From an optimization exercise on the open Yosys and OpenROAD flow, aimed at small area, a short achievable clock period and few clock cycles per item; shortcuts taken in it are not production practice. No run shown here included a check of the RTL's function; only the layout flow was run. No activity file was given, so power comes from the tool's default toggle rates.

## flow/run.sh

```bash
#!/bin/bash
# synth_recipe.tcl (not shown) runs the flow's synth.tcl, then flattens the netlist and writes it again
# the make line also repeats each setting of config.mk as NAME=value (left out here)
make -C /OpenROAD-flow-scripts/flow DESIGN_CONFIG=/design/flow/config.mk WORK_HOME=/design/flow/orfs CLKGATE_MAP_FILE= SYNTH_SCRIPT=/design/flow/synth_recipe.tcl finish
```

## flow/design.v

```verilog
module multiplyer(
    clk,
    rst_n,
    A,
    B,
    result,
    start_sig,
    done_sig
);
    input   clk;
    input   rst_n;
    input   [31:0]A;
    input   [31:0]B;
    input   start_sig;
    output  [31:0]result;
    output  [3:0]done_sig;
    wire    [23:0]ma = {1'b1, A[22:0]};
    wire    [23:0]mb = {1'b1, B[22:0]};
    reg     [1:0]cnt;       
    reg     [24:0]rX;          
    reg     [24:0]rY;
    reg     rC;
    reg     [8:0]rS;           
    reg     rSign;
    wire    first = (cnt == 2'd0);
    wire    done = (cnt == 2'd3);
    always @(posedge clk or negedge rst_n)
        if (!rst_n)
            cnt <= 2'd0;
        else if (start_sig && !done)
            cnt <= cnt + 1'b1;
        else
            cnt <= 2'd0;
    reg     [7:0]dig;
    always @(*)
        case (cnt)
            2'd0: dig = mb[7:0];
            2'd1: dig = mb[15:8];
            2'd2: dig = mb[23:16];
            default: dig = 8'd0;
        endcase
    wire    [24:0]ax = first ? 25'd0 : rX;
    wire    [24:0]ay = first ? 25'd0 : rY;
    wire    ac = first ? 1'b0 : rC;
    wire pp0_0;
    wire pp0_1;
    wire pp0_2;
    wire pp0_3;
    wire pp0_4;
    wire pp0_5;
    wire pp0_6;
    wire pp0_7;
    wire pp0_8;
    wire pp0_9;
    wire pp0_10;
    wire pp0_11;
    wire pp0_12;
    wire pp0_13;
    wire pp0_14;
    wire pp0_15;
    wire pp0_16;
    wire pp0_17;
    wire pp0_18;
    wire pp0_19;
    wire pp0_20;
    wire pp0_21;
    wire pp0_22;
    wire pp1_0;
    wire pp1_1;
    wire pp1_2;
    wire pp1_3;
    wire pp1_4;
    wire pp1_5;
    wire pp1_6;
    wire pp1_7;
    wire pp1_8;
    wire pp1_9;
    wire pp1_10;
    wire pp1_11;
    wire pp1_12;
    wire pp1_13;
    wire pp1_14;
    wire pp1_15;
    wire pp1_16;
    wire pp1_17;
    wire pp1_18;
    wire pp1_19;
    wire pp1_20;
    wire pp1_21;
    wire pp1_22;
    wire pp2_0;
    wire pp2_1;
    wire pp2_2;
    wire pp2_3;
    wire pp2_4;
    wire pp2_5;
    wire pp2_6;
    wire pp2_7;
    wire pp2_8;
    wire pp2_9;
    wire pp2_10;
    wire pp2_11;
    wire pp2_12;
    wire pp2_13;
    wire pp2_14;
    wire pp2_15;
    wire pp2_16;
    wire pp2_17;
    wire pp2_18;
    wire pp2_19;
    wire pp2_20;
    wire pp2_21;
    wire pp2_22;
    wire pp3_0;
    wire pp3_1;
    wire pp3_2;
    wire pp3_3;
    wire pp3_4;
    wire pp3_5;
    wire pp3_6;
    wire pp3_7;
    wire pp3_8;
    wire pp3_9;
    wire pp3_10;
    wire pp3_11;
    wire pp3_12;
    wire pp3_13;
    wire pp3_14;
    wire pp3_15;
    wire pp3_16;
    wire pp3_17;
    wire pp3_18;
    wire pp3_19;
    wire pp3_20;
    wire pp3_21;
    wire pp3_22;
    wire pp4_0;
    wire pp4_1;
    wire pp4_2;
    wire pp4_3;
    wire pp4_4;
    wire pp4_5;
    wire pp4_6;
    wire pp4_7;
    wire pp4_8;
    wire pp4_9;
    wire pp4_10;
    wire pp4_11;
    wire pp4_12;
    wire pp4_13;
    wire pp4_14;
    wire pp4_15;
    wire pp4_16;
    wire pp4_17;
    wire pp4_18;
    wire pp4_19;
    wire pp4_20;
    wire pp4_21;
    wire pp4_22;
    wire pp5_0;
    wire pp5_1;
    wire pp5_2;
    wire pp5_3;
    wire pp5_4;
    wire pp5_5;
    wire pp5_6;
    wire pp5_7;
    wire pp5_8;
    wire pp5_9;
    wire pp5_10;
    wire pp5_11;
    wire pp5_12;
    wire pp5_13;
    wire pp5_14;
    wire pp5_15;
    wire pp5_16;
    wire pp5_17;
    wire pp5_18;
    wire pp5_19;
    wire pp5_20;
    wire pp5_21;
    wire pp5_22;
    wire pp6_0;
    wire pp6_1;
    wire pp6_2;
    wire pp6_3;
    wire pp6_4;
    wire pp6_5;
    wire pp6_6;
    wire pp6_7;
    wire pp6_8;
    wire pp6_9;
    wire pp6_10;
    wire pp6_11;
    wire pp6_12;
    wire pp6_13;
    wire pp6_14;
    wire pp6_15;
    wire pp6_16;
    wire pp6_17;
    wire pp6_18;
    wire pp6_19;
    wire pp6_20;
    wire pp6_21;
    wire pp6_22;
    wire pp7_0;
    wire pp7_1;
    wire pp7_2;
    wire pp7_3;
    wire pp7_4;
    wire pp7_5;
    wire pp7_6;
    wire pp7_7;
    wire pp7_8;
    wire pp7_9;
    wire pp7_10;
    wire pp7_11;
    wire pp7_12;
    wire pp7_13;
    wire pp7_14;
    wire pp7_15;
    wire pp7_16;
    wire pp7_17;
    wire pp7_18;
    wire pp7_19;
    wire pp7_20;
    wire pp7_21;
    wire pp7_22;
    wire s1;
    wire c2;
    wire s3;
    wire c4;
    wire s5;
    wire c6;
    wire s7;
    wire c8;
    wire s9;
    wire c10;
    wire s11;
    wire c12;
    wire s13;
    wire c14;
    wire s15;
    wire c16;
    wire s17;
    wire c18;
    wire s19;
    wire c20;
    wire s21;
    wire c22;
    wire s23;
    wire c24;
    wire s25;
    wire c26;
    wire s27;
    wire c28;
    wire s29;
    wire c30;
    wire s31;
    wire c32;
    wire s33;
    wire c34;
    wire s35;
    wire c36;
    wire s37;
    wire c38;
    wire s39;
    wire c40;
    wire s41;
    wire c42;
    wire s43;
    wire c44;
    wire s45;
    wire c46;
    wire s47;
    wire c48;
    wire s49;
    wire c50;
    wire s51;
    wire c52;
    wire s53;
    wire c54;
    wire s55;
    wire c56;
    wire s57;
    wire c58;
    wire s59;
    wire c60;
    wire s61;
    wire c62;
    wire s63;
    wire c64;
    wire s65;
    wire c66;
    wire s67;
    wire c68;
    wire s69;
    wire c70;
    wire s71;
    wire c72;
    wire s73;
    wire c74;
    wire s75;
    wire c76;
    wire s77;
    wire c78;
    wire s79;
    wire c80;
    wire s81;
    wire c82;
    wire s83;
    wire c84;
    wire s85;
    wire c86;
    wire s87;
    wire c88;
    wire s89;
    wire c90;
    wire s91;
    wire c92;
    wire s93;
    wire c94;
    wire s95;
    wire c96;
    wire s97;
    wire c98;
    wire s99;
    wire c100;
    wire s101;
    wire c102;
    wire s103;
    wire c104;
    wire s105;
    wire c106;
    wire s107;
    wire c108;
    wire s109;
    wire c110;
    wire s111;
    wire c112;
    wire s113;
    wire c114;
    wire s115;
    wire c116;
    wire s117;
    wire c118;
    wire s119;
    wire c120;
    wire s121;
    wire c122;
    wire s123;
    wire c124;
    wire s125;
    wire c126;
    wire s127;
    wire c128;
    wire s129;
    wire c130;
    wire s131;
    wire c132;
    wire s133;
    wire c134;
    wire s135;
    wire c136;
    wire s137;
    wire c138;
    wire s139;
    wire c140;
    wire s141;
    wire c142;
    wire s143;
    wire c144;
    wire s145;
    wire c146;
    wire s147;
    wire c148;
    wire s149;
    wire c150;
    wire s151;
    wire c152;
    wire s153;
    wire c154;
    wire s155;
    wire c156;
    wire s157;
    wire c158;
    wire s159;
    wire c160;
    wire s161;
    wire c162;
    wire s163;
    wire c164;
    wire s165;
    wire c166;
    wire s167;
    wire c168;
    wire s169;
    wire c170;
    wire s171;
    wire c172;
    wire s173;
    wire c174;
    wire s175;
    wire c176;
    wire s177;
    wire c178;
    wire s179;
    wire c180;
    wire s181;
    wire c182;
    wire s183;
    wire c184;
    wire s185;
    wire c186;
    wire s187;
    wire c188;
    wire s189;
    wire c190;
    wire s191;
    wire c192;
    wire s193;
    wire c194;
    wire s195;
    wire c196;
    wire s197;
    wire c198;
    wire s199;
    wire c200;
    wire s201;
    wire c202;
    wire s203;
    wire c204;
    wire s205;
    wire c206;
    wire s207;
    wire c208;
    wire s209;
    wire c210;
    wire s211;
    wire c212;
    wire s213;
    wire c214;
    wire s215;
    wire c216;
    wire s217;
    wire c218;
    wire s219;
    wire c220;
    wire s221;
    wire c222;
    wire s223;
    wire c224;
    wire s225;
    wire c226;
    wire s227;
    wire c228;
    wire s229;
    wire c230;
    wire s231;
    wire c232;
    wire s233;
    wire c234;
    wire s235;
    wire c236;
    wire s237;
    wire c238;
    wire s239;
    wire c240;
    wire s241;
    wire c242;
    wire s243;
    wire c244;
    wire s245;
    wire c246;
    wire s247;
    wire c248;
    wire s249;
    wire c250;
    wire s251;
    wire c252;
    wire s253;
    wire c254;
    wire s255;
    wire c256;
    wire s257;
    wire c258;
    wire s259;
    wire c260;
    wire s261;
    wire c262;
    wire s263;
    wire c264;
    wire s265;
    wire c266;
    wire s267;
    wire c268;
    wire s269;
    wire c270;
    wire s271;
    wire c272;
    wire s273;
    wire c274;
    wire s275;
    wire c276;
    wire s277;
    wire c278;
    wire s279;
    wire c280;
    wire s281;
    wire c282;
    wire s283;
    wire c284;
    wire s285;
    wire c286;
    wire s287;
    wire c288;
    wire s289;
    wire c290;
    wire s291;
    wire c292;
    wire s293;
    wire c294;
    wire s295;
    wire c296;
    wire s297;
    wire c298;
    wire s299;
    wire c300;
    wire s301;
    wire c302;
    wire s303;
    wire c304;
    wire s305;
    wire c306;
    wire s307;
    wire c308;
    wire s309;
    wire c310;
    wire s311;
    wire c312;
    wire s313;
    wire c314;
    wire s315;
    wire c316;
    wire s317;
    wire c318;
    wire s319;
    wire c320;
    wire s321;
    wire c322;
    wire s323;
    wire c324;
    wire s325;
    wire c326;
    wire s327;
    wire c328;
    wire s329;
    wire c330;
    wire s331;
    wire c332;
    wire s333;
    wire c334;
    wire s335;
    wire c336;
    wire s337;
    wire c338;
    wire s339;
    wire c340;
    wire s341;
    wire c342;
    wire s343;
    wire c344;
    wire s345;
    wire c346;
    wire s347;
    wire c348;
    wire s349;
    wire c350;
    wire s351;
    wire c352;
    wire s353;
    wire c354;
    wire s355;
    wire c356;
    wire s357;
    wire c358;
    wire s359;
    wire c360;
    wire s361;
    wire c362;
    wire s363;
    wire c364;
    wire s365;
    wire c366;
    wire s367;
    wire c368;
    wire s369;
    wire c370;
    wire s371;
    wire c372;
    wire s373;
    wire c374;
    wire s375;
    wire c376;
    wire s377;
    wire c378;
    wire s379;
    wire c380;
    wire s381;
    wire c382;
    wire s383;
    wire c384;
    wire s385;
    wire c386;
    assign pp0_0 = ma[0] & dig[0];
    assign pp0_1 = ma[1] & dig[0];
    assign pp0_2 = ma[2] & dig[0];
    assign pp0_3 = ma[3] & dig[0];
    assign pp0_4 = ma[4] & dig[0];
    assign pp0_5 = ma[5] & dig[0];
    assign pp0_6 = ma[6] & dig[0];
    assign pp0_7 = ma[7] & dig[0];
    assign pp0_8 = ma[8] & dig[0];
    assign pp0_9 = ma[9] & dig[0];
    assign pp0_10 = ma[10] & dig[0];
    assign pp0_11 = ma[11] & dig[0];
    assign pp0_12 = ma[12] & dig[0];
    assign pp0_13 = ma[13] & dig[0];
    assign pp0_14 = ma[14] & dig[0];
    assign pp0_15 = ma[15] & dig[0];
    assign pp0_16 = ma[16] & dig[0];
    assign pp0_17 = ma[17] & dig[0];
    assign pp0_18 = ma[18] & dig[0];
    assign pp0_19 = ma[19] & dig[0];
    assign pp0_20 = ma[20] & dig[0];
    assign pp0_21 = ma[21] & dig[0];
    assign pp0_22 = ma[22] & dig[0];
    assign pp1_0 = ma[0] & dig[1];
    assign pp1_1 = ma[1] & dig[1];
    assign pp1_2 = ma[2] & dig[1];
    assign pp1_3 = ma[3] & dig[1];
    assign pp1_4 = ma[4] & dig[1];
    assign pp1_5 = ma[5] & dig[1];
    assign pp1_6 = ma[6] & dig[1];
    assign pp1_7 = ma[7] & dig[1];
    assign pp1_8 = ma[8] & dig[1];
    assign pp1_9 = ma[9] & dig[1];
    assign pp1_10 = ma[10] & dig[1];
    assign pp1_11 = ma[11] & dig[1];
    assign pp1_12 = ma[12] & dig[1];
    assign pp1_13 = ma[13] & dig[1];
    assign pp1_14 = ma[14] & dig[1];
    assign pp1_15 = ma[15] & dig[1];
    assign pp1_16 = ma[16] & dig[1];
    assign pp1_17 = ma[17] & dig[1];
    assign pp1_18 = ma[18] & dig[1];
    assign pp1_19 = ma[19] & dig[1];
    assign pp1_20 = ma[20] & dig[1];
    assign pp1_21 = ma[21] & dig[1];
    assign pp1_22 = ma[22] & dig[1];
    assign pp2_0 = ma[0] & dig[2];
    assign pp2_1 = ma[1] & dig[2];
    assign pp2_2 = ma[2] & dig[2];
    assign pp2_3 = ma[3] & dig[2];
    assign pp2_4 = ma[4] & dig[2];
    assign pp2_5 = ma[5] & dig[2];
    assign pp2_6 = ma[6] & dig[2];
    assign pp2_7 = ma[7] & dig[2];
    assign pp2_8 = ma[8] & dig[2];
    assign pp2_9 = ma[9] & dig[2];
    assign pp2_10 = ma[10] & dig[2];
    assign pp2_11 = ma[11] & dig[2];
    assign pp2_12 = ma[12] & dig[2];
    assign pp2_13 = ma[13] & dig[2];
    assign pp2_14 = ma[14] & dig[2];
    assign pp2_15 = ma[15] & dig[2];
    assign pp2_16 = ma[16] & dig[2];
    assign pp2_17 = ma[17] & dig[2];
    assign pp2_18 = ma[18] & dig[2];
    assign pp2_19 = ma[19] & dig[2];
    assign pp2_20 = ma[20] & dig[2];
    assign pp2_21 = ma[21] & dig[2];
    assign pp2_22 = ma[22] & dig[2];
    assign pp3_0 = ma[0] & dig[3];
    assign pp3_1 = ma[1] & dig[3];
    assign pp3_2 = ma[2] & dig[3];
    assign pp3_3 = ma[3] & dig[3];
    assign pp3_4 = ma[4] & dig[3];
    assign pp3_5 = ma[5] & dig[3];
    assign pp3_6 = ma[6] & dig[3];
    assign pp3_7 = ma[7] & dig[3];
    assign pp3_8 = ma[8] & dig[3];
    assign pp3_9 = ma[9] & dig[3];
    assign pp3_10 = ma[10] & dig[3];
    assign pp3_11 = ma[11] & dig[3];
    assign pp3_12 = ma[12] & dig[3];
    assign pp3_13 = ma[13] & dig[3];
    assign pp3_14 = ma[14] & dig[3];
    assign pp3_15 = ma[15] & dig[3];
    assign pp3_16 = ma[16] & dig[3];
    assign pp3_17 = ma[17] & dig[3];
    assign pp3_18 = ma[18] & dig[3];
    assign pp3_19 = ma[19] & dig[3];
    assign pp3_20 = ma[20] & dig[3];
    assign pp3_21 = ma[21] & dig[3];
    assign pp3_22 = ma[22] & dig[3];
    assign pp4_0 = ma[0] & dig[4];
    assign pp4_1 = ma[1] & dig[4];
    assign pp4_2 = ma[2] & dig[4];
    assign pp4_3 = ma[3] & dig[4];
    assign pp4_4 = ma[4] & dig[4];
    assign pp4_5 = ma[5] & dig[4];
    assign pp4_6 = ma[6] & dig[4];
    assign pp4_7 = ma[7] & dig[4];
    assign pp4_8 = ma[8] & dig[4];
    assign pp4_9 = ma[9] & dig[4];
    assign pp4_10 = ma[10] & dig[4];
    assign pp4_11 = ma[11] & dig[4];
    assign pp4_12 = ma[12] & dig[4];
    assign pp4_13 = ma[13] & dig[4];
    assign pp4_14 = ma[14] & dig[4];
    assign pp4_15 = ma[15] & dig[4];
    assign pp4_16 = ma[16] & dig[4];
    assign pp4_17 = ma[17] & dig[4];
    assign pp4_18 = ma[18] & dig[4];
    assign pp4_19 = ma[19] & dig[4];
    assign pp4_20 = ma[20] & dig[4];
    assign pp4_21 = ma[21] & dig[4];
    assign pp4_22 = ma[22] & dig[4];
    assign pp5_0 = ma[0] & dig[5];
    assign pp5_1 = ma[1] & dig[5];
    assign pp5_2 = ma[2] & dig[5];
    assign pp5_3 = ma[3] & dig[5];
    assign pp5_4 = ma[4] & dig[5];
    assign pp5_5 = ma[5] & dig[5];
    assign pp5_6 = ma[6] & dig[5];
    assign pp5_7 = ma[7] & dig[5];
    assign pp5_8 = ma[8] & dig[5];
    assign pp5_9 = ma[9] & dig[5];
    assign pp5_10 = ma[10] & dig[5];
    assign pp5_11 = ma[11] & dig[5];
    assign pp5_12 = ma[12] & dig[5];
    assign pp5_13 = ma[13] & dig[5];
    assign pp5_14 = ma[14] & dig[5];
    assign pp5_15 = ma[15] & dig[5];
    assign pp5_16 = ma[16] & dig[5];
    assign pp5_17 = ma[17] & dig[5];
    assign pp5_18 = ma[18] & dig[5];
    assign pp5_19 = ma[19] & dig[5];
    assign pp5_20 = ma[20] & dig[5];
    assign pp5_21 = ma[21] & dig[5];
    assign pp5_22 = ma[22] & dig[5];
    assign pp6_0 = ma[0] & dig[6];
    assign pp6_1 = ma[1] & dig[6];
    assign pp6_2 = ma[2] & dig[6];
    assign pp6_3 = ma[3] & dig[6];
    assign pp6_4 = ma[4] & dig[6];
    assign pp6_5 = ma[5] & dig[6];
    assign pp6_6 = ma[6] & dig[6];
    assign pp6_7 = ma[7] & dig[6];
    assign pp6_8 = ma[8] & dig[6];
    assign pp6_9 = ma[9] & dig[6];
    assign pp6_10 = ma[10] & dig[6];
    assign pp6_11 = ma[11] & dig[6];
    assign pp6_12 = ma[12] & dig[6];
    assign pp6_13 = ma[13] & dig[6];
    assign pp6_14 = ma[14] & dig[6];
    assign pp6_15 = ma[15] & dig[6];
    assign pp6_16 = ma[16] & dig[6];
    assign pp6_17 = ma[17] & dig[6];
    assign pp6_18 = ma[18] & dig[6];
    assign pp6_19 = ma[19] & dig[6];
    assign pp6_20 = ma[20] & dig[6];
    assign pp6_21 = ma[21] & dig[6];
    assign pp6_22 = ma[22] & dig[6];
    assign pp7_0 = ma[0] & dig[7];
    assign pp7_1 = ma[1] & dig[7];
    assign pp7_2 = ma[2] & dig[7];
    assign pp7_3 = ma[3] & dig[7];
    assign pp7_4 = ma[4] & dig[7];
    assign pp7_5 = ma[5] & dig[7];
    assign pp7_6 = ma[6] & dig[7];
    assign pp7_7 = ma[7] & dig[7];
    assign pp7_8 = ma[8] & dig[7];
    assign pp7_9 = ma[9] & dig[7];
    assign pp7_10 = ma[10] & dig[7];
    assign pp7_11 = ma[11] & dig[7];
    assign pp7_12 = ma[12] & dig[7];
    assign pp7_13 = ma[13] & dig[7];
    assign pp7_14 = ma[14] & dig[7];
    assign pp7_15 = ma[15] & dig[7];
    assign pp7_16 = ma[16] & dig[7];
    assign pp7_17 = ma[17] & dig[7];
    assign pp7_18 = ma[18] & dig[7];
    assign pp7_19 = ma[19] & dig[7];
    assign pp7_20 = ma[20] & dig[7];
    assign pp7_21 = ma[21] & dig[7];
    assign pp7_22 = ma[22] & dig[7];
    assign s1 = ax[8] ^ ay[8];
    assign c2 = ax[8] & ay[8];
    assign s3 = ax[9] ^ ay[9] ^ pp0_8;
    assign c4 = (ax[9] & ay[9]) | (ax[9] & pp0_8) | (ay[9] & pp0_8);
    assign s5 = ax[10] ^ ay[10] ^ pp0_9;
    assign c6 = (ax[10] & ay[10]) | (ax[10] & pp0_9) | (ay[10] & pp0_9);
    assign s7 = ax[11] ^ ay[11] ^ pp0_10;
    assign c8 = (ax[11] & ay[11]) | (ax[11] & pp0_10) | (ay[11] & pp0_10);
    assign s9 = ax[12] ^ ay[12] ^ pp0_11;
    assign c10 = (ax[12] & ay[12]) | (ax[12] & pp0_11) | (ay[12] & pp0_11);
    assign s11 = ax[13] ^ ay[13] ^ pp0_12;
    assign c12 = (ax[13] & ay[13]) | (ax[13] & pp0_12) | (ay[13] & pp0_12);
    assign s13 = ax[14] ^ ay[14] ^ pp0_13;
    assign c14 = (ax[14] & ay[14]) | (ax[14] & pp0_13) | (ay[14] & pp0_13);
    assign s15 = ax[15] ^ ay[15] ^ pp0_14;
    assign c16 = (ax[15] & ay[15]) | (ax[15] & pp0_14) | (ay[15] & pp0_14);
    assign s17 = ax[16] ^ ay[16] ^ pp0_15;
    assign c18 = (ax[16] & ay[16]) | (ax[16] & pp0_15) | (ay[16] & pp0_15);
    assign s19 = ax[17] ^ ay[17] ^ pp0_16;
    assign c20 = (ax[17] & ay[17]) | (ax[17] & pp0_16) | (ay[17] & pp0_16);
    assign s21 = ax[18] ^ ay[18] ^ pp0_17;
    assign c22 = (ax[18] & ay[18]) | (ax[18] & pp0_17) | (ay[18] & pp0_17);
    assign s23 = ax[19] ^ ay[19] ^ pp0_18;
    assign c24 = (ax[19] & ay[19]) | (ax[19] & pp0_18) | (ay[19] & pp0_18);
    assign s25 = ax[20] ^ ay[20] ^ pp0_19;
    assign c26 = (ax[20] & ay[20]) | (ax[20] & pp0_19) | (ay[20] & pp0_19);
    assign s27 = ax[21] ^ ay[21] ^ pp0_20;
    assign c28 = (ax[21] & ay[21]) | (ax[21] & pp0_20) | (ay[21] & pp0_20);
    assign s29 = ax[22] ^ ay[22] ^ pp0_21;
    assign c30 = (ax[22] & ay[22]) | (ax[22] & pp0_21) | (ay[22] & pp0_21);
    assign s31 = ax[23] ^ ay[23] ^ pp0_22;
    assign c32 = (ax[23] & ay[23]) | (ax[23] & pp0_22) | (ay[23] & pp0_22);
    assign s33 = ax[24] ^ ay[24] ^ dig[0];
    assign c34 = (ax[24] & ay[24]) | (ax[24] & dig[0]) | (ay[24] & dig[0]);
    assign s35 = ax[5] ^ ay[5];
    assign c36 = ax[5] & ay[5];
    assign s37 = ax[6] ^ ay[6] ^ pp0_5;
    assign c38 = (ax[6] & ay[6]) | (ax[6] & pp0_5) | (ay[6] & pp0_5);
    assign s39 = pp1_4 ^ pp2_3;
    assign c40 = pp1_4 & pp2_3;
    assign s41 = ax[7] ^ ay[7] ^ pp0_6;
    assign c42 = (ax[7] & ay[7]) | (ax[7] & pp0_6) | (ay[7] & pp0_6);
    assign s43 = pp1_5 ^ pp2_4 ^ pp3_3;
    assign c44 = (pp1_5 & pp2_4) | (pp1_5 & pp3_3) | (pp2_4 & pp3_3);
    assign s45 = pp4_2 ^ pp5_1;
    assign c46 = pp4_2 & pp5_1;
    assign s47 = s1 ^ pp0_7 ^ pp1_6;
    assign c48 = (s1 & pp0_7) | (s1 & pp1_6) | (pp0_7 & pp1_6);
    assign s49 = pp2_5 ^ pp3_4 ^ pp4_3;
    assign c50 = (pp2_5 & pp3_4) | (pp2_5 & pp4_3) | (pp3_4 & pp4_3);
    assign s51 = pp5_2 ^ pp6_1 ^ pp7_0;
    assign c52 = (pp5_2 & pp6_1) | (pp5_2 & pp7_0) | (pp6_1 & pp7_0);
    assign s53 = c2 ^ pp1_7 ^ pp2_6;
    assign c54 = (c2 & pp1_7) | (c2 & pp2_6) | (pp1_7 & pp2_6);
    assign s55 = pp3_5 ^ pp4_4 ^ pp5_3;
    assign c56 = (pp3_5 & pp4_4) | (pp3_5 & pp5_3) | (pp4_4 & pp5_3);
    assign s57 = pp6_2 ^ pp7_1 ^ s3;
    assign c58 = (pp6_2 & pp7_1) | (pp6_2 & s3) | (pp7_1 & s3);
    assign s59 = pp1_8 ^ pp2_7 ^ pp3_6;
    assign c60 = (pp1_8 & pp2_7) | (pp1_8 & pp3_6) | (pp2_7 & pp3_6);
    assign s61 = pp4_5 ^ pp5_4 ^ pp6_3;
    assign c62 = (pp4_5 & pp5_4) | (pp4_5 & pp6_3) | (pp5_4 & pp6_3);
    assign s63 = pp7_2 ^ c4 ^ s5;
    assign c64 = (pp7_2 & c4) | (pp7_2 & s5) | (c4 & s5);
    assign s65 = pp1_9 ^ pp2_8 ^ pp3_7;
    assign c66 = (pp1_9 & pp2_8) | (pp1_9 & pp3_7) | (pp2_8 & pp3_7);
    assign s67 = pp4_6 ^ pp5_5 ^ pp6_4;
    assign c68 = (pp4_6 & pp5_5) | (pp4_6 & pp6_4) | (pp5_5 & pp6_4);
    assign s69 = pp7_3 ^ c6 ^ s7;
    assign c70 = (pp7_3 & c6) | (pp7_3 & s7) | (c6 & s7);
    assign s71 = pp1_10 ^ pp2_9 ^ pp3_8;
    assign c72 = (pp1_10 & pp2_9) | (pp1_10 & pp3_8) | (pp2_9 & pp3_8);
    assign s73 = pp4_7 ^ pp5_6 ^ pp6_5;
    assign c74 = (pp4_7 & pp5_6) | (pp4_7 & pp6_5) | (pp5_6 & pp6_5);
    assign s75 = pp7_4 ^ c8 ^ s9;
    assign c76 = (pp7_4 & c8) | (pp7_4 & s9) | (c8 & s9);
    assign s77 = pp1_11 ^ pp2_10 ^ pp3_9;
    assign c78 = (pp1_11 & pp2_10) | (pp1_11 & pp3_9) | (pp2_10 & pp3_9);
    assign s79 = pp4_8 ^ pp5_7 ^ pp6_6;
    assign c80 = (pp4_8 & pp5_7) | (pp4_8 & pp6_6) | (pp5_7 & pp6_6);
    assign s81 = pp7_5 ^ c10 ^ s11;
    assign c82 = (pp7_5 & c10) | (pp7_5 & s11) | (c10 & s11);
    assign s83 = pp1_12 ^ pp2_11 ^ pp3_10;
    assign c84 = (pp1_12 & pp2_11) | (pp1_12 & pp3_10) | (pp2_11 & pp3_10);
    assign s85 = pp4_9 ^ pp5_8 ^ pp6_7;
    assign c86 = (pp4_9 & pp5_8) | (pp4_9 & pp6_7) | (pp5_8 & pp6_7);
    assign s87 = pp7_6 ^ c12 ^ s13;
    assign c88 = (pp7_6 & c12) | (pp7_6 & s13) | (c12 & s13);
    assign s89 = pp1_13 ^ pp2_12 ^ pp3_11;
    assign c90 = (pp1_13 & pp2_12) | (pp1_13 & pp3_11) | (pp2_12 & pp3_11);
    assign s91 = pp4_10 ^ pp5_9 ^ pp6_8;
    assign c92 = (pp4_10 & pp5_9) | (pp4_10 & pp6_8) | (pp5_9 & pp6_8);
    assign s93 = pp7_7 ^ c14 ^ s15;
    assign c94 = (pp7_7 & c14) | (pp7_7 & s15) | (c14 & s15);
    assign s95 = pp1_14 ^ pp2_13 ^ pp3_12;
    assign c96 = (pp1_14 & pp2_13) | (pp1_14 & pp3_12) | (pp2_13 & pp3_12);
    assign s97 = pp4_11 ^ pp5_10 ^ pp6_9;
    assign c98 = (pp4_11 & pp5_10) | (pp4_11 & pp6_9) | (pp5_10 & pp6_9);
    assign s99 = pp7_8 ^ c16 ^ s17;
    assign c100 = (pp7_8 & c16) | (pp7_8 & s17) | (c16 & s17);
    assign s101 = pp1_15 ^ pp2_14 ^ pp3_13;
    assign c102 = (pp1_15 & pp2_14) | (pp1_15 & pp3_13) | (pp2_14 & pp3_13);
    assign s103 = pp4_12 ^ pp5_11 ^ pp6_10;
    assign c104 = (pp4_12 & pp5_11) | (pp4_12 & pp6_10) | (pp5_11 & pp6_10);
    assign s105 = pp7_9 ^ c18 ^ s19;
    assign c106 = (pp7_9 & c18) | (pp7_9 & s19) | (c18 & s19);
    assign s107 = pp1_16 ^ pp2_15 ^ pp3_14;
    assign c108 = (pp1_16 & pp2_15) | (pp1_16 & pp3_14) | (pp2_15 & pp3_14);
    assign s109 = pp4_13 ^ pp5_12 ^ pp6_11;
    assign c110 = (pp4_13 & pp5_12) | (pp4_13 & pp6_11) | (pp5_12 & pp6_11);
    assign s111 = pp7_10 ^ c20 ^ s21;
    assign c112 = (pp7_10 & c20) | (pp7_10 & s21) | (c20 & s21);
    assign s113 = pp1_17 ^ pp2_16 ^ pp3_15;
    assign c114 = (pp1_17 & pp2_16) | (pp1_17 & pp3_15) | (pp2_16 & pp3_15);
    assign s115 = pp4_14 ^ pp5_13 ^ pp6_12;
    assign c116 = (pp4_14 & pp5_13) | (pp4_14 & pp6_12) | (pp5_13 & pp6_12);
    assign s117 = pp7_11 ^ c22 ^ s23;
    assign c118 = (pp7_11 & c22) | (pp7_11 & s23) | (c22 & s23);
    assign s119 = pp1_18 ^ pp2_17 ^ pp3_16;
    assign c120 = (pp1_18 & pp2_17) | (pp1_18 & pp3_16) | (pp2_17 & pp3_16);
    assign s121 = pp4_15 ^ pp5_14 ^ pp6_13;
    assign c122 = (pp4_15 & pp5_14) | (pp4_15 & pp6_13) | (pp5_14 & pp6_13);
    assign s123 = pp7_12 ^ c24 ^ s25;
    assign c124 = (pp7_12 & c24) | (pp7_12 & s25) | (c24 & s25);
    assign s125 = pp1_19 ^ pp2_18 ^ pp3_17;
    assign c126 = (pp1_19 & pp2_18) | (pp1_19 & pp3_17) | (pp2_18 & pp3_17);
    assign s127 = pp4_16 ^ pp5_15 ^ pp6_14;
    assign c128 = (pp4_16 & pp5_15) | (pp4_16 & pp6_14) | (pp5_15 & pp6_14);
    assign s129 = pp7_13 ^ c26 ^ s27;
    assign c130 = (pp7_13 & c26) | (pp7_13 & s27) | (c26 & s27);
    assign s131 = pp1_20 ^ pp2_19 ^ pp3_18;
    assign c132 = (pp1_20 & pp2_19) | (pp1_20 & pp3_18) | (pp2_19 & pp3_18);
    assign s133 = pp4_17 ^ pp5_16 ^ pp6_15;
    assign c134 = (pp4_17 & pp5_16) | (pp4_17 & pp6_15) | (pp5_16 & pp6_15);
    assign s135 = pp7_14 ^ c28 ^ s29;
    assign c136 = (pp7_14 & c28) | (pp7_14 & s29) | (c28 & s29);
    assign s137 = pp1_21 ^ pp2_20 ^ pp3_19;
    assign c138 = (pp1_21 & pp2_20) | (pp1_21 & pp3_19) | (pp2_20 & pp3_19);
    assign s139 = pp4_18 ^ pp5_17 ^ pp6_16;
    assign c140 = (pp4_18 & pp5_17) | (pp4_18 & pp6_16) | (pp5_17 & pp6_16);
    assign s141 = pp7_15 ^ c30 ^ s31;
    assign c142 = (pp7_15 & c30) | (pp7_15 & s31) | (c30 & s31);
    assign s143 = pp1_22 ^ pp2_21 ^ pp3_20;
    assign c144 = (pp1_22 & pp2_21) | (pp1_22 & pp3_20) | (pp2_21 & pp3_20);
    assign s145 = pp4_19 ^ pp5_18 ^ pp6_17;
    assign c146 = (pp4_19 & pp5_18) | (pp4_19 & pp6_17) | (pp5_18 & pp6_17);
    assign s147 = pp7_16 ^ s33 ^ c32;
    assign c148 = (pp7_16 & s33) | (pp7_16 & c32) | (s33 & c32);
    assign s149 = dig[1] ^ pp2_22 ^ pp3_21;
    assign c150 = (dig[1] & pp2_22) | (dig[1] & pp3_21) | (pp2_22 & pp3_21);
    assign s151 = pp4_20 ^ pp5_19 ^ pp6_18;
    assign c152 = (pp4_20 & pp5_19) | (pp4_20 & pp6_18) | (pp5_19 & pp6_18);
    assign s153 = pp7_17 ^ c34;
    assign c154 = pp7_17 & c34;
    assign s155 = dig[2] ^ pp3_22 ^ pp4_21;
    assign c156 = (dig[2] & pp3_22) | (dig[2] & pp4_21) | (pp3_22 & pp4_21);
    assign s157 = pp5_20 ^ pp6_19;
    assign c158 = pp5_20 & pp6_19;
    assign s159 = dig[3] ^ pp4_22;
    assign c160 = dig[3] & pp4_22;
    assign s161 = ax[3] ^ ay[3];
    assign c162 = ax[3] & ay[3];
    assign s163 = ax[4] ^ ay[4] ^ pp0_3;
    assign c164 = (ax[4] & ay[4]) | (ax[4] & pp0_3) | (ay[4] & pp0_3);
    assign s165 = pp1_2 ^ pp2_1;
    assign c166 = pp1_2 & pp2_1;
    assign s167 = s35 ^ pp0_4 ^ pp1_3;
    assign c168 = (s35 & pp0_4) | (s35 & pp1_3) | (pp0_4 & pp1_3);
    assign s169 = pp2_2 ^ pp3_1 ^ pp4_0;
    assign c170 = (pp2_2 & pp3_1) | (pp2_2 & pp4_0) | (pp3_1 & pp4_0);
    assign s171 = c36 ^ pp3_2 ^ pp4_1;
    assign c172 = (c36 & pp3_2) | (c36 & pp4_1) | (pp3_2 & pp4_1);
    assign s173 = pp5_0 ^ s39 ^ s37;
    assign c174 = (pp5_0 & s39) | (pp5_0 & s37) | (s39 & s37);
    assign s175 = pp6_0 ^ c40 ^ s45;
    assign c176 = (pp6_0 & c40) | (pp6_0 & s45) | (c40 & s45);
    assign s177 = c38 ^ s41 ^ s43;
    assign c178 = (c38 & s41) | (c38 & s43) | (s41 & s43);
    assign s179 = c46 ^ c42 ^ c44;
    assign c180 = (c46 & c42) | (c46 & c44) | (c42 & c44);
    assign s181 = s47 ^ s49 ^ s51;
    assign c182 = (s47 & s49) | (s47 & s51) | (s49 & s51);
    assign s183 = c48 ^ c50 ^ c52;
    assign c184 = (c48 & c50) | (c48 & c52) | (c50 & c52);
    assign s185 = s53 ^ s55 ^ s57;
    assign c186 = (s53 & s55) | (s53 & s57) | (s55 & s57);
    assign s187 = c54 ^ c56 ^ s59;
    assign c188 = (c54 & c56) | (c54 & s59) | (c56 & s59);
    assign s189 = s61 ^ c58 ^ s63;
    assign c190 = (s61 & c58) | (s61 & s63) | (c58 & s63);
    assign s191 = c60 ^ c62 ^ s65;
    assign c192 = (c60 & c62) | (c60 & s65) | (c62 & s65);
    assign s193 = s67 ^ c64 ^ s69;
    assign c194 = (s67 & c64) | (s67 & s69) | (c64 & s69);
    assign s195 = c66 ^ c68 ^ s71;
    assign c196 = (c66 & c68) | (c66 & s71) | (c68 & s71);
    assign s197 = s73 ^ c70 ^ s75;
    assign c198 = (s73 & c70) | (s73 & s75) | (c70 & s75);
    assign s199 = c72 ^ c74 ^ s77;
    assign c200 = (c72 & c74) | (c72 & s77) | (c74 & s77);
    assign s201 = s79 ^ c76 ^ s81;
    assign c202 = (s79 & c76) | (s79 & s81) | (c76 & s81);
    assign s203 = c78 ^ c80 ^ s83;
    assign c204 = (c78 & c80) | (c78 & s83) | (c80 & s83);
    assign s205 = s85 ^ c82 ^ s87;
    assign c206 = (s85 & c82) | (s85 & s87) | (c82 & s87);
    assign s207 = c84 ^ c86 ^ s89;
    assign c208 = (c84 & c86) | (c84 & s89) | (c86 & s89);
    assign s209 = s91 ^ c88 ^ s93;
    assign c210 = (s91 & c88) | (s91 & s93) | (c88 & s93);
    assign s211 = c90 ^ c92 ^ s95;
    assign c212 = (c90 & c92) | (c90 & s95) | (c92 & s95);
    assign s213 = s97 ^ c94 ^ s99;
    assign c214 = (s97 & c94) | (s97 & s99) | (c94 & s99);
    assign s215 = c96 ^ c98 ^ s101;
    assign c216 = (c96 & c98) | (c96 & s101) | (c98 & s101);
    assign s217 = s103 ^ c100 ^ s105;
    assign c218 = (s103 & c100) | (s103 & s105) | (c100 & s105);
    assign s219 = c102 ^ c104 ^ s107;
    assign c220 = (c102 & c104) | (c102 & s107) | (c104 & s107);
    assign s221 = s109 ^ c106 ^ s111;
    assign c222 = (s109 & c106) | (s109 & s111) | (c106 & s111);
    assign s223 = c108 ^ c110 ^ s113;
    assign c224 = (c108 & c110) | (c108 & s113) | (c110 & s113);
    assign s225 = s115 ^ c112 ^ s117;
    assign c226 = (s115 & c112) | (s115 & s117) | (c112 & s117);
    assign s227 = c114 ^ c116 ^ s119;
    assign c228 = (c114 & c116) | (c114 & s119) | (c116 & s119);
    assign s229 = s121 ^ c118 ^ s123;
    assign c230 = (s121 & c118) | (s121 & s123) | (c118 & s123);
    assign s231 = c120 ^ c122 ^ s125;
    assign c232 = (c120 & c122) | (c120 & s125) | (c122 & s125);
    assign s233 = s127 ^ c124 ^ s129;
    assign c234 = (s127 & c124) | (s127 & s129) | (c124 & s129);
    assign s235 = c126 ^ c128 ^ s131;
    assign c236 = (c126 & c128) | (c126 & s131) | (c128 & s131);
    assign s237 = s133 ^ c130 ^ s135;
    assign c238 = (s133 & c130) | (s133 & s135) | (c130 & s135);
    assign s239 = c132 ^ c134 ^ s137;
    assign c240 = (c132 & c134) | (c132 & s137) | (c134 & s137);
    assign s241 = s139 ^ c136 ^ s141;
    assign c242 = (s139 & c136) | (s139 & s141) | (c136 & s141);
    assign s243 = c138 ^ c140 ^ s143;
    assign c244 = (c138 & c140) | (c138 & s143) | (c140 & s143);
    assign s245 = s145 ^ c142 ^ s147;
    assign c246 = (s145 & c142) | (s145 & s147) | (c142 & s147);
    assign s247 = c144 ^ c146 ^ s149;
    assign c248 = (c144 & c146) | (c144 & s149) | (c146 & s149);
    assign s249 = s151 ^ s153 ^ c148;
    assign c250 = (s151 & s153) | (s151 & c148) | (s153 & c148);
    assign s251 = pp7_18 ^ s157 ^ c150;
    assign c252 = (pp7_18 & s157) | (pp7_18 & c150) | (s157 & c150);
    assign s253 = c152 ^ c154 ^ s155;
    assign c254 = (c152 & c154) | (c152 & s155) | (c154 & s155);
    assign s255 = pp5_21 ^ pp6_20 ^ pp7_19;
    assign c256 = (pp5_21 & pp6_20) | (pp5_21 & pp7_19) | (pp6_20 & pp7_19);
    assign s257 = c158 ^ s159 ^ c156;
    assign c258 = (c158 & s159) | (c158 & c156) | (s159 & c156);
    assign s259 = dig[4] ^ pp5_22 ^ pp6_21;
    assign c260 = (dig[4] & pp5_22) | (dig[4] & pp6_21) | (pp5_22 & pp6_21);
    assign s261 = pp7_20 ^ c160;
    assign c262 = pp7_20 & c160;
    assign s263 = dig[5] ^ pp6_22;
    assign c264 = dig[5] & pp6_22;
    assign s265 = ax[2] ^ ay[2];
    assign c266 = ax[2] & ay[2];
    assign s267 = s161 ^ pp0_2 ^ pp1_1;
    assign c268 = (s161 & pp0_2) | (s161 & pp1_1) | (pp0_2 & pp1_1);
    assign s269 = c162 ^ pp3_0 ^ s165;
    assign c270 = (c162 & pp3_0) | (c162 & s165) | (pp3_0 & s165);
    assign s271 = c166 ^ c164 ^ s167;
    assign c272 = (c166 & c164) | (c166 & s167) | (c164 & s167);
    assign s273 = c168 ^ c170 ^ s171;
    assign c274 = (c168 & c170) | (c168 & s171) | (c170 & s171);
    assign s275 = c172 ^ s175 ^ c174;
    assign c276 = (c172 & s175) | (c172 & c174) | (s175 & c174);
    assign s277 = c176 ^ c178 ^ s179;
    assign c278 = (c176 & c178) | (c176 & s179) | (c178 & s179);
    assign s279 = c180 ^ c182 ^ s183;
    assign c280 = (c180 & c182) | (c180 & s183) | (c182 & s183);
    assign s281 = c184 ^ s187 ^ c186;
    assign c282 = (c184 & s187) | (c184 & c186) | (s187 & c186);
    assign s283 = c188 ^ s191 ^ c190;
    assign c284 = (c188 & s191) | (c188 & c190) | (s191 & c190);
    assign s285 = c192 ^ s195 ^ c194;
    assign c286 = (c192 & s195) | (c192 & c194) | (s195 & c194);
    assign s287 = c196 ^ s199 ^ c198;
    assign c288 = (c196 & s199) | (c196 & c198) | (s199 & c198);
    assign s289 = c200 ^ s203 ^ c202;
    assign c290 = (c200 & s203) | (c200 & c202) | (s203 & c202);
    assign s291 = c204 ^ s207 ^ c206;
    assign c292 = (c204 & s207) | (c204 & c206) | (s207 & c206);
    assign s293 = c208 ^ s211 ^ c210;
    assign c294 = (c208 & s211) | (c208 & c210) | (s211 & c210);
    assign s295 = c212 ^ s215 ^ c214;
    assign c296 = (c212 & s215) | (c212 & c214) | (s215 & c214);
    assign s297 = c216 ^ s219 ^ c218;
    assign c298 = (c216 & s219) | (c216 & c218) | (s219 & c218);
    assign s299 = c220 ^ s223 ^ c222;
    assign c300 = (c220 & s223) | (c220 & c222) | (s223 & c222);
    assign s301 = c224 ^ s227 ^ c226;
    assign c302 = (c224 & s227) | (c224 & c226) | (s227 & c226);
    assign s303 = c228 ^ s231 ^ c230;
    assign c304 = (c228 & s231) | (c228 & c230) | (s231 & c230);
    assign s305 = c232 ^ s235 ^ c234;
    assign c306 = (c232 & s235) | (c232 & c234) | (s235 & c234);
    assign s307 = c236 ^ s239 ^ c238;
    assign c308 = (c236 & s239) | (c236 & c238) | (s239 & c238);
    assign s309 = c240 ^ s243 ^ c242;
    assign c310 = (c240 & s243) | (c240 & c242) | (s243 & c242);
    assign s311 = c244 ^ s247 ^ c246;
    assign c312 = (c244 & s247) | (c244 & c246) | (s247 & c246);
    assign s313 = c248 ^ s251 ^ s253;
    assign c314 = (c248 & s251) | (c248 & s253) | (s251 & s253);
    assign s315 = s255 ^ c252 ^ c254;
    assign c316 = (s255 & c252) | (s255 & c254) | (c252 & c254);
    assign s317 = c256 ^ s259 ^ s261;
    assign c318 = (c256 & s259) | (c256 & s261) | (s259 & s261);
    assign s319 = pp7_21 ^ s263 ^ c260;
    assign c320 = (pp7_21 & s263) | (pp7_21 & c260) | (s263 & c260);
    assign s321 = dig[6] ^ pp7_22;
    assign c322 = dig[6] & pp7_22;
    assign s323 = ac ^ ax[0];
    assign c324 = ac & ax[0];
    assign s325 = ax[1] ^ ay[1] ^ pp0_0;
    assign c326 = (ax[1] & ay[1]) | (ax[1] & pp0_0) | (ay[1] & pp0_0);
    assign s327 = s265 ^ pp0_1 ^ pp1_0;
    assign c328 = (s265 & pp0_1) | (s265 & pp1_0) | (pp0_1 & pp1_0);
    assign s329 = c266 ^ pp2_0 ^ s267;
    assign c330 = (c266 & pp2_0) | (c266 & s267) | (pp2_0 & s267);
    assign s331 = c268 ^ s163 ^ s269;
    assign c332 = (c268 & s163) | (c268 & s269) | (s163 & s269);
    assign s333 = s169 ^ c270 ^ s271;
    assign c334 = (s169 & c270) | (s169 & s271) | (c270 & s271);
    assign s335 = c272 ^ s173 ^ s273;
    assign c336 = (c272 & s173) | (c272 & s273) | (s173 & s273);
    assign s337 = c274 ^ s177 ^ s275;
    assign c338 = (c274 & s177) | (c274 & s275) | (s177 & s275);
    assign s339 = s181 ^ c276 ^ s277;
    assign c340 = (s181 & c276) | (s181 & s277) | (c276 & s277);
    assign s341 = c278 ^ s279 ^ s185;
    assign c342 = (c278 & s279) | (c278 & s185) | (s279 & s185);
    assign s343 = c280 ^ s189 ^ s281;
    assign c344 = (c280 & s189) | (c280 & s281) | (s189 & s281);
    assign s345 = s193 ^ c282 ^ s283;
    assign c346 = (s193 & c282) | (s193 & s283) | (c282 & s283);
    assign s347 = s197 ^ c284 ^ s285;
    assign c348 = (s197 & c284) | (s197 & s285) | (c284 & s285);
    assign s349 = s201 ^ c286 ^ s287;
    assign c350 = (s201 & c286) | (s201 & s287) | (c286 & s287);
    assign s351 = s205 ^ c288 ^ s289;
    assign c352 = (s205 & c288) | (s205 & s289) | (c288 & s289);
    assign s353 = s209 ^ c290 ^ s291;
    assign c354 = (s209 & c290) | (s209 & s291) | (c290 & s291);
    assign s355 = s213 ^ c292 ^ s293;
    assign c356 = (s213 & c292) | (s213 & s293) | (c292 & s293);
    assign s357 = s217 ^ c294 ^ s295;
    assign c358 = (s217 & c294) | (s217 & s295) | (c294 & s295);
    assign s359 = s221 ^ c296 ^ s297;
    assign c360 = (s221 & c296) | (s221 & s297) | (c296 & s297);
    assign s361 = s225 ^ c298 ^ s299;
    assign c362 = (s225 & c298) | (s225 & s299) | (c298 & s299);
    assign s363 = s229 ^ c300 ^ s301;
    assign c364 = (s229 & c300) | (s229 & s301) | (c300 & s301);
    assign s365 = s233 ^ c302 ^ s303;
    assign c366 = (s233 & c302) | (s233 & s303) | (c302 & s303);
    assign s367 = s237 ^ c304 ^ s305;
    assign c368 = (s237 & c304) | (s237 & s305) | (c304 & s305);
    assign s369 = s241 ^ c306 ^ s307;
    assign c370 = (s241 & c306) | (s241 & s307) | (c306 & s307);
    assign s371 = s245 ^ c308 ^ s309;
    assign c372 = (s245 & c308) | (s245 & s309) | (c308 & s309);
    assign s373 = s249 ^ c310 ^ s311;
    assign c374 = (s249 & c310) | (s249 & s311) | (c310 & s311);
    assign s375 = c250 ^ s313 ^ c312;
    assign c376 = (c250 & s313) | (c250 & c312) | (s313 & c312);
    assign s377 = s257 ^ c314 ^ s315;
    assign c378 = (s257 & c314) | (s257 & s315) | (c314 & s315);
    assign s379 = c258 ^ s317 ^ c316;
    assign c380 = (c258 & s317) | (c258 & c316) | (s317 & c316);
    assign s381 = c262 ^ s319 ^ c318;
    assign c382 = (c262 & s319) | (c262 & c318) | (s319 & c318);
    assign s383 = c264 ^ s321 ^ c320;
    assign c384 = (c264 & s321) | (c264 & c320) | (s321 & c320);
    assign s385 = dig[7] ^ c322;
    assign c386 = dig[7] & c322;
    wire    [32:0]zx = {c386, s385, s383, s381, c378, s377, c374, c372, c370, c368, c366, c364, c362, c360, c358, c356, c354, c352, c350, c348, c346, c344, c342, c340, c338, c336, c334, c332, c330, c328, c326, c324, ay[0]};
    wire    [32:0]zy = {1'b0, c384, c382, c380, s379, c376, s375, s373, s371, s369, s367, s365, s363, s361, s359, s357, s355, s353, s351, s349, s347, s345, s343, s341, s339, s337, s335, s333, s331, s329, s327, s325, s323};
    wire    [8:0]zl = {1'b0, zx[7:0]} + {1'b0, zy[7:0]};
    always @(posedge clk) begin
        rX <= zx[32:8];
        rY <= zy[32:8];
        rC <= zl[8];
        rS <= {1'b0, A[30:23]} + {1'b0, B[30:23]};
        rSign <= A[31] ^ B[31];
    end
    wire    [24:0]P = rX + rY + rC;
    wire    p47 = P[24];
    wire    [22:0]M = p47 ? P[23:1] : P[22:0];
    wire    [9:0]E0 = {1'b0, rS} - 10'd127;
    wire    [9:0]E1 = {1'b0, rS} - 10'd126;
    wire    ov0 = (E0[9:8] == 2'b01);
    wire    un0 = (E0[9:8] == 2'b11);
    wire    ov1 = (E1[9:8] == 2'b01);
    wire    un1 = (E1[9:8] == 2'b11);
    wire    isOver = p47 ? ov1 : ov0;
    wire    isUnder = p47 ? un1 : un0;
    wire    ovf = p47 ? (ov1 | un1) : (ov0 | un0);
    wire    [7:0]Ex = p47 ? E1[7:0] : E0[7:0];
    assign  result = ovf ? 32'h3F800000 : {rSign, Ex, M};
    assign  done_sig = {isOver, isUnder, 1'b0, done};
endmodule
```

## flow/constraint.sdc

```tcl
create_clock -name core_clock -period 8.0 [get_ports {clk}]
set_input_delay 1.6000 -clock core_clock [delete_from_list [all_inputs] [get_ports {clk}]]
set_output_delay 1.6000 -clock core_clock [all_outputs]
set_load 0.01 [all_outputs]
```

## flow/config.mk

```make
export PLATFORM = sky130hd
export DESIGN_NAME = multiplyer
export DESIGN_NICKNAME = multiplyer
export VERILOG_FILES = /design/flow/design.v
export SDC_FILE = /design/flow/constraint.sdc
export NUM_CORES = 4
export LEC_CHECK = 0
export CAP_MARGIN = 20
export CORE_MARGIN = 2
export CORE_UTILIZATION = 40
export SETUP_SLACK_MARGIN = 3.0
export SLEW_MARGIN = 20
```

==> summary.md, run 1 <==
The finished layout holds 1521 standard cells, fillers aside. The clock insertion delay at the later pin of the skew report was 0.34 ns; the number of top-level pins was 103. The tools report the critical path launch point type as a flip-flop.

Setup repair after global routing could not meet its margin everywhere. The proportion of netlist area held by the largest area contributor works out to 0.376. The worst setup path is of the reg2out kind. The run gives 1381 as the net count after synthesis. For this run, the detailed router's first-pass iteration total came to 5. Total power for the finished layout comes to 4.55 mW. The first global-routing pass estimated 40800 µm of wire. For this design, the sink count on the clock tree is 62.

The logic depth of the worst register-to-register path was 15; the final-report hold violation count was 0. Average wire per cell in the routed design: 17.1 µm. The floorplan step defined a core boundary enclosing 23500 µm². Summed over all cells, the static leakage comes to 5.63 nW. Among all flip-flop cells after synthesis, the most frequent one is dfxtp_1.

The run finished with no timing, DRC or antenna violations. The initial cell density of the core is 0.408, and the number of distinct library cells after synthesis is 73. The warning count from the yosys run is 1, and the placement row count is 56. The relative max-transition margin is 0.355.

The share of layout cells above drive strength 1 is 0.114, and the count of unresolved DRC violations after routing is 0. The antenna diode count was 0. The most frequent cell after synthesis is inv_1. The fmax is 0.197 GHz. The share of the clock period used by the worst path after layout came out at 0.634. Routability-driven placement finished with a final weighted congestion of 0.894. The source of the worst register-to-register timing path was cnt[0]$_DFF_PN0_. The fraction of registers with async set/reset came out at 0.0323. TritonCTS built the clock tree. Counting flops with a built-in enable in the synthesized netlist gives 0. The post-route antenna net violation count is 0, and the highest net fanout along the worst path is 14. The mean instance size in the synthesized netlist is 8.93 µm². The vertical die dimension is 159 µm.

The worst-case IR drop observed on VDD is 171 µV. The data arrival time of the worst path was 3.47 ns. The sequential element share of the synthesized area came out at 0.130.

In the synthesized netlist, the number of instances is 1074. Timing analysis after detailed placement gives a worst setup slack of 2.25 ns. Entering global routing, the biggest net connects 34 pins. The class of the most critical hold timing path was reg2reg. The tree is rooted in a clkbuf_16. The tools report the number of max-slew violations in the final report as 0. The path with the worst hold slack has its endpoint at cnt[0]$_DFF_PN0_.

Once placement completed, the tool counted placed cells totaling 1461. Across the run, the number of max-cap violations was 0. Wires add up to 26000 µm.

The worst hold path cell count came out at 1. Counting I/O delays and the setup requirement, the final critical path takes 5.07 ns. The logs give 1504 for the net total in the final layout and 10900 µm² for the area of placed instances. In this run the worst setup path begins at rX[19]$_DFF_P_. The initial antenna violation count was 0. With fillers left out, the area of the finished cells amounts to 11700 µm². Maximum clock insertion buffer count: 2. The tools report the total die area as 25200 µm². For the final setup skew, the log shows 0.00520 ns.

Flip-flop and latch count after synthesis: 62. Summed over all nets, the half-perimeter wirelength after detailed placement is 20000 µm. Measured along the x axis, the die boundary spans 159 µm.

The commonest cells after synthesis are inv_1 (214), fa_1 (180), nand2_1 (163), and2_1 (75). The tools report the via count of the first global-routing pass as 8058. Data on the critical path is required at its endpoint by 6.40 ns. In this run the most critical hold path is launched from cnt[0]$_DFF_PN0_. Of all cell types, the one taking the most synthesized area is fa_1.

The overall global routing resource usage came out at 0.204. At the pin with the least slew margin, the transition time is 0.961 ns. In this run, CTS created clock tree buffers numbering 9. Adding up every negative setup slack in the final design gives 0 ns. The end of the worst register-to-register path was rY[15]$_DFF_P_. Across all setup checks in the final design, the least slack found is 2.93 ns.

The DRC marker count from the first detailed-route iteration was 345. In the post-synthesis netlist, the biggest area contributors are fa_1 (38%), dfxtp_1 (13%), inv_1 (8.4%). Input and output buffers added on the ports amount to 101. Post-synth design cell area: 9590 µm². Clock-pin slew was measured on the worst setup and hold paths at 0.05 ns.

The run gives 0 as the total setup violations reported at the end of the flow. From synthesis to final layout, the design area changed by 21.7%. After detailed routing, the number of vias per cell comes to 5.03. The routed layout has 7653 vias.

The power per cell area is 390 nW/µm². The H-tree depth was 3. STA classifies the critical path endpoint as an output pin. The setup slack of the worst register-to-register path came out at 3.75 ns. The total overflow reported by the global router came out at 0.
worst max path at each step:
stage	cells after the start	slack, ns	endpoint
global placement	13	2.28	rY[7]$_DFF_P_
floorplan	13	3.18	rC$_DFF_P_
global route	11	2.75	result[22]
detailed placement	13	2.25	rY[7]$_DFF_P_
CTS	13	2.92	result[11]
finish	11	2.93	result[22]
registers in the layout (all words and copies together), names as in the netlist:
register  flops
rC            1
rSign         1
rS            9
rY           24
rX           25
cnt           2
what timing repair did:
action	CTS	global route
gates cloned	1	5
gates resized for setup	50	88
pin swaps	13	32
setup endpoints to repair	69	51
buffers inserted	15	22
hold buffers	0	0
power by group:
part           internal, mW  switching, mW
registers             0.483         0.0986
logic                  1.58           2.01
clock network         0.240          0.146
critical path: stages, from the launching register on:
cell	delay (ns)
dfxtp_1	0.33
ha_1	0.39
nand2_1	0.16
nor4_2	0.42
nand3_1	0.22
o21a_4	0.26
a21oi_4	0.25
buf_4	0.18
nor3_4	0.04
buf_6	0.17
a22o_1	0.20
clkdlybuf4s50_1	0.49
logic make-up after synthesis:
kind of cell / after synthesis / synth area share
buffers and inverters: 256 / 0.105
AOI/OAI and AO/OA: 137 / 0.105
other: 1 / 0.000391
DFF: 62 / 0.130
xor gates and xnor gates: 34 / 0.0318
adders and majority gates: 240 / 0.454
and+or+nand+nor: 344 / 0.174
placed cells by master (no fill, tap or decap), types with 20 or more instances in the layout:
master           Yosys  final
a21oi_1             29     28
and2_1              75     75
buf_4                4     32
clkdlybuf4s50_1      0     69
dfxtp_1             60     57
fa_1               180    176
ha_1                60     59
inv_1              214    210
nand2_1            163    161
nand3_1             20     20
nor2_1              32     26
xnor2_1             24     24
stage by stage:
step / utilization / hold WS [ns]
3_5_place_dp: 0.462 / 0.503
5_1_grt: 0.496 / 0.547
6_report: 0.496 / 0.500
3_3_place_gp: 0.462 / 0.494
2_1_floorplan: - / 0.465
4_1_cts: 0.483 / 0.509
cell type report:
class                           count  area (µm²)
Timing Repair Buffer              152        1440
Sequential cell                    62        1250
Fill cell                        2291       11900
Tap cell                          319         399
Clock buffer                       12         236
Clock inverter                      4        47.5
Inverter                          214         803
Multi-Input combinational cell    758        7500
routing by layer:
layer  part of all wire  track usage  vias to the layer above
met4              0.023       0.0653                        0
li1                   -            -                     3574
met5                  0            0                        -
met1               0.42        0.242                     3885
met2               0.52        0.380                      156
met3              0.034       0.0282                       38
==> inputs of run 2 (changes only) <==
==> flow/flow/run.sh (new file) <==
#!/bin/bash
export BUFFER_PORTS_ARGS="-buffer_cell sky130_fd_sc_hd__buf_2"
bash standard.sh > standard.log 2>&1
==> flow/standard.sh (new file) <==
#!/bin/bash
# synth_recipe.tcl (not shown) runs the flow's synth.tcl, then flattens the netlist and writes it again
# the make line also repeats each setting of config.mk as NAME=value (left out here)
make -C /OpenROAD-flow-scripts/flow DESIGN_CONFIG=/design/flow/config.mk WORK_HOME=/design/flow/orfs CLKGATE_MAP_FILE= SYNTH_SCRIPT=/design/flow/synth_recipe.tcl "${@:-finish}"
removed: flow/run.sh
==> run 2 against run 1 <==
Non-clock buffer count fell by 36. Register-to-register slack got worse by 0.19 ns. Total power fell by 6.4%. Count of clock-buffer cells in the layout fell by 1. Critical path depth did not move. Maximum frequency rose by 4.3%. Sequential power rose by 0.9%. Worst hold slack improved by 0.0053 ns.
==> summary.md, run 2 <==
The flow ran to the end and the layout has no timing, DRC or antenna violations. By area, the combinational part of the netlist is dominated by adder cells. The run gives 0.35 ns (about the same) as the clock insertion delay at the later pin of the skew report. Number of synthesized flops with an enable pin: 0 (unchanged). The area added between synthesis and finish came out at 12.5%. For the worst voltage drop across the vdd grid, the log shows 168 µV (-2.1%). The count of unresolved DRC violations after routing is 0 (unchanged). The aggregate routed wire length was 24000 µm (-7.6%). The power per cell area came out at 395 nW/µm² (+1.2%). The horizontal extent of the die was 159 µm (unchanged).

Transition at the pin with the smallest max-transition slack: 0.998 ns (+0.0375 ns). The DRC marker count from the first detailed-route iteration is 313 (-9.3%). For the number of sinks driven by the clock tree, the log shows 62 (unchanged). The area of placed instances was 10400 µm² (-4.7%); the fraction of registers with async set/reset was 0.0323 (unchanged).

The average wire per cell in the routed design came out at 16.2 µm (-5.3%). The final setup skew is 0.00644 ns (+0.00124 ns), and the leakage component of the power is 5.31 nW (-5.6%). The power share of the clock group was 0.093 (+0.008); the part of the total power dissipated in sequential elements was 0.138 (+0.010). The run gives 0 (unchanged) as the total overflow reported by the global router. For the placement row count, the log shows 56 (unchanged). For this run, the leading register cell type out of synthesis is dfxtp_1. rX holds more flip-flops than any other register. The post-synth design cell area came out at 9590 µm² (unchanged). For the required time of the worst setup path, the log shows 6.40 ns (about the same).

The run gives 0.130 (unchanged) as the sequential element share of the synthesized area. The tools report the number of detailed-route iterations in the first pass as 4 (-1). The critical path launch point type is a flip-flop. The overall global routing resource usage was 0.197 (-0.00692). The final non-filler cell area came out at 10800 µm² (-7.5%). Largest net degree at the start of global routing: 34 (unchanged). The run gives 0.769 (-0.018) as the combinational group share of total power.

The share of the synthesized area in compound gates (AO/OA/AOI/OAI) was 0.105 (unchanged); the net switching power was 2.17 mW (-4.0%). Post-route core utilization: 0.459 (-0.0374). The share of synthesized cell area in full adder, half adder and majority cells works out to 0.454 (unchanged).

The flip-flop and latch count after synthesis works out to 62 (unchanged). The initial cell density of the core is 0.408 (unchanged). The cell taking the most area after synthesis was fa_1.

The tools report the via count as 7394 (-3.4%). The count of buffers from port buffering is 101 (unchanged), and the net total in the final layout is 1466 (-2.5%). Internal power of the cells: 2.10 mW (-8.8%).

Most frequent cell after synthesis: inv_1. TritonCTS built the clock tree. The proportion of netlist area held by the largest area contributor works out to 0.376 (unchanged). The number of flip-flops under the largest register name is 25 (unchanged). The run gives 2.86 ns (+0.610 ns) as the pre-CTS setup slack.

The worst hold path belongs to the class reg2reg. The number of standard cells after synthesis is 1074 (unchanged). The tools report the critical path endpoint category as an output pin. Via density per instance: 4.98 (-0.98%). The run gives 73 (unchanged) as the number of distinct library cells after synthesis. The most common cell after layout, fill and taps aside is inv_1.

The vertical die dimension was 159 µm (unchanged). The sum of net half-perimeters after detailed placement is 19600 µm (-2.1%). By startpoint and endpoint, the worst setup path is classified as reg2out.

The data arrival time of the worst path is 3.26 ns (-0.21 ns), and the share of layout cells above drive strength 1 is 0.141 (+0.0270). By count the netlist is led by inv_1 (214), fa_1 (180), nand2_1 (163), and2_1 (75). The multiplexer area fraction after synthesis works out to 0 (unchanged). The total setup violations reported at the end of the flow came out at 0 (unchanged).

The final setup TNS was 0 ns (unchanged); the number of top-level pins was 103 (unchanged). The maximum clock insertion buffer count came out at 2 (unchanged). Shortest period the worst path allows: 4.86 ns (-0.208 ns).

The net count after synthesis is 1381 (unchanged). The library cells used most frequently in the layout, excluding fill and tap cells, are inv_1 (214), fa_1 (179), nand2_1 (163), buf_2 (101), and2_1 (75). The simple-gate area share of the yosys netlist was 0.174 (unchanged).

Clock slew at the register clock pins of the worst setup and hold paths: 0.06 ns (about the same). The root cell of the clock tree is clkbuf_16. The post-layout worst setup margin came out at 3.14 ns (+0.208 ns). The largest registers in the layout are rX: 25 flops, rY: 24 flops, rS: 9 flops. The fraction of power spent switching nets works out to 0.508 (+0.0130).

The share of the clock period used by the worst path after layout works out to 0.608 (-0.0260). Setup repair after global routing left no endpoint under its margin. The placeable core area was 23500 µm² (unchanged); the number of max-slew violations in the final report was 0 (unchanged).

The highest net fanout along the worst path works out to 8 (-6). The logs give 0.505 ns (+0.00533 ns) for the final hold slack and 0 (unchanged) for the number of violations of the max-capacitance limit. The run gives 39500 µm (-3.3%) as the first-pass GRT wire length. The run gives 3 (+3) as the initial antenna violation count. The fmax was 0.206 GHz (+4.3%); the area share of xor/xnor cells in the synthesized design was 0.0318 (unchanged).

The run gives 1 (unchanged) as the warning count from the yosys run. Final weighted congestion of routability-driven global placement: 0.852 (-4.7%). In the post-synthesis netlist, the biggest area contributors are fa_1 (38%), dfxtp_1 (13%), inv_1 (8.4%).

The H-tree depth was 3 (unchanged). The via count of the first global-routing pass was 7731 (-4.1%). Post-route antenna net violation count: 0 (unchanged).

The mean instance size in the synthesized netlist came out at 8.93 µm² (unchanged). The relative max-transition margin is 0.330 (-0.0252). The logs give 9 (unchanged) for the clock buffer count from CTS and 25200 µm² (unchanged) for the total die area.

Final-report hold violation count: 0 (unchanged).
[run 2: cell counts after synthesis]
No cell type changed its count.
[run 2: power by group through the flow]
| stage | logic (mW) | clock network (mW) | registers (mW) |
|---|---|---|---|
| 3_3_place_gp | 3.19 | 0 | 0.592 |
| 5_1_grt | 3.77 | 0.416 | 0.600 |
| 3_5_place_dp | 3.26 | 0 | 0.591 |
| 6_report | 3.28 | 0.397 | 0.587 |
| 2_1_floorplan | 2.38 | 0 | 0.538 |
| 4_1_cts | 3.27 | 0.403 | 0.585 |
[run 2: cells by family (layout without fill, tap and decap cells)]
kind of cell               count (synthesis)  in the layout
adders and majority gates                240            240
other                                      1              3
AOI/OAI and AO/OA                        137            137
and+or+nand+nor                          344            344
xor gates and xnor gates                  34             34
buffers and inverters                    256            345
DFF                                       62             62
[run 2: layout make-up]
type / count / area (µm²)
diodes: 2 / 5.00
clock buffers: 11 / 243
clock inverters: 4 / 47.5
fillers: 2366 / 12700
inverters: 214 / 803
multi-input cells: 756 / 7400
flip-flops and latches: 62 / 1250
well taps: 319 / 399
repair buffers: 116 / 643
[run 2: path summary, 6_finish.rpt]
path	from	endpoint	slack, ns	cells after the start
min	cnt[0]$_DFF_PN0_	cnt[0]$_DFF_PN0_	0.51	1
max reg2reg	cnt[0]$_DFF_PN0_	rY[12]$_DFF_P_	3.56	13
max in group asynchronous	rst_n	cnt[1]$_DFF_PN0_	6.88	1
max	rX[14]$_DFF_P_	result[27]	3.14	11
min in group asynchronous	rst_n	cnt[0]$_DFF_PN0_	1.03	1
min reg2reg	cnt[0]$_DFF_PN0_	cnt[0]$_DFF_PN0_	0.51	1
[run 2: layer usage]
metal / up-vias / wire [µm] / share of wire / global-route usage
met5: - / 13 / 0.00054 / 0
li1: 3497 / - / - / -
met4: 2 / 683 / 0.028 / 0.0603
met2: 142 / 12400 / 0.52 / 0.358
met1: 3711 / 9980 / 0.42 / 0.237
met3: 42 / 882 / 0.037 / 0.0345
[run 2: repair_timing]
action | CTS | global route
pin swaps | 0 | 9
buffers inserted | 0 | 6
setup endpoints to repair | 17 | 29
resized for setup | 2 | 17
hold buffers | 0 | 0
[run 2: through the flow]
stage	total power [mW]	std cells
5_1_grt	4.79	1484
4_1_cts	4.26	1476
2_1_floorplan	2.92	1074
6_report	4.26	1484
3_3_place_gp	3.78	1461
3_5_place_dp	3.85	1461
[run 2: worst max-delay path, cell delays in order, from the launching register on]
cell	delay, ns
dfxtp_1	0.34
ha_1	0.44
a21oi_2	0.20
o21ai_1	0.14
o21ai_0	0.34
o21a_1	0.27
a21oi_4	0.08
buf_12	0.14
or3b_1	0.41
and3_1	0.17
a211oi_2	0.21
buf_2	0.17

-- afterwards: timing with drivers on the ports --
The results above use ideal ports. As a check the final layouts listed here were re-extracted and re-timed, cells and wires unchanged.
Step 1: set_driving_cell puts a clkbuf_16 on clk and a buf_2 on each other input, an assumption about the parent block.
Step 2 times the ports against the registers' clock, not the clock port: input delays grow and output delays shrink by t, the midpoint of the rising clock arrivals with the driver on.
Three values: ideal ports, drivers, drivers and shift; two values: the first two.
| run | t (ns) | setup slack, ns | worst slew at a driven data input, ns |
|---|---|---|---|
| run 1 | 0.381 | 2.928 / 2.884 / 2.769 | 0.05 |
| run 2 | 0.389 | 3.136 / 3.090 / 2.858 | 0.06 |
After both steps every run listed still meets setup and hold. The setup slack of run 2, which loses most, moves by -0.046 ns with the drivers and by -0.278 ns with both steps.
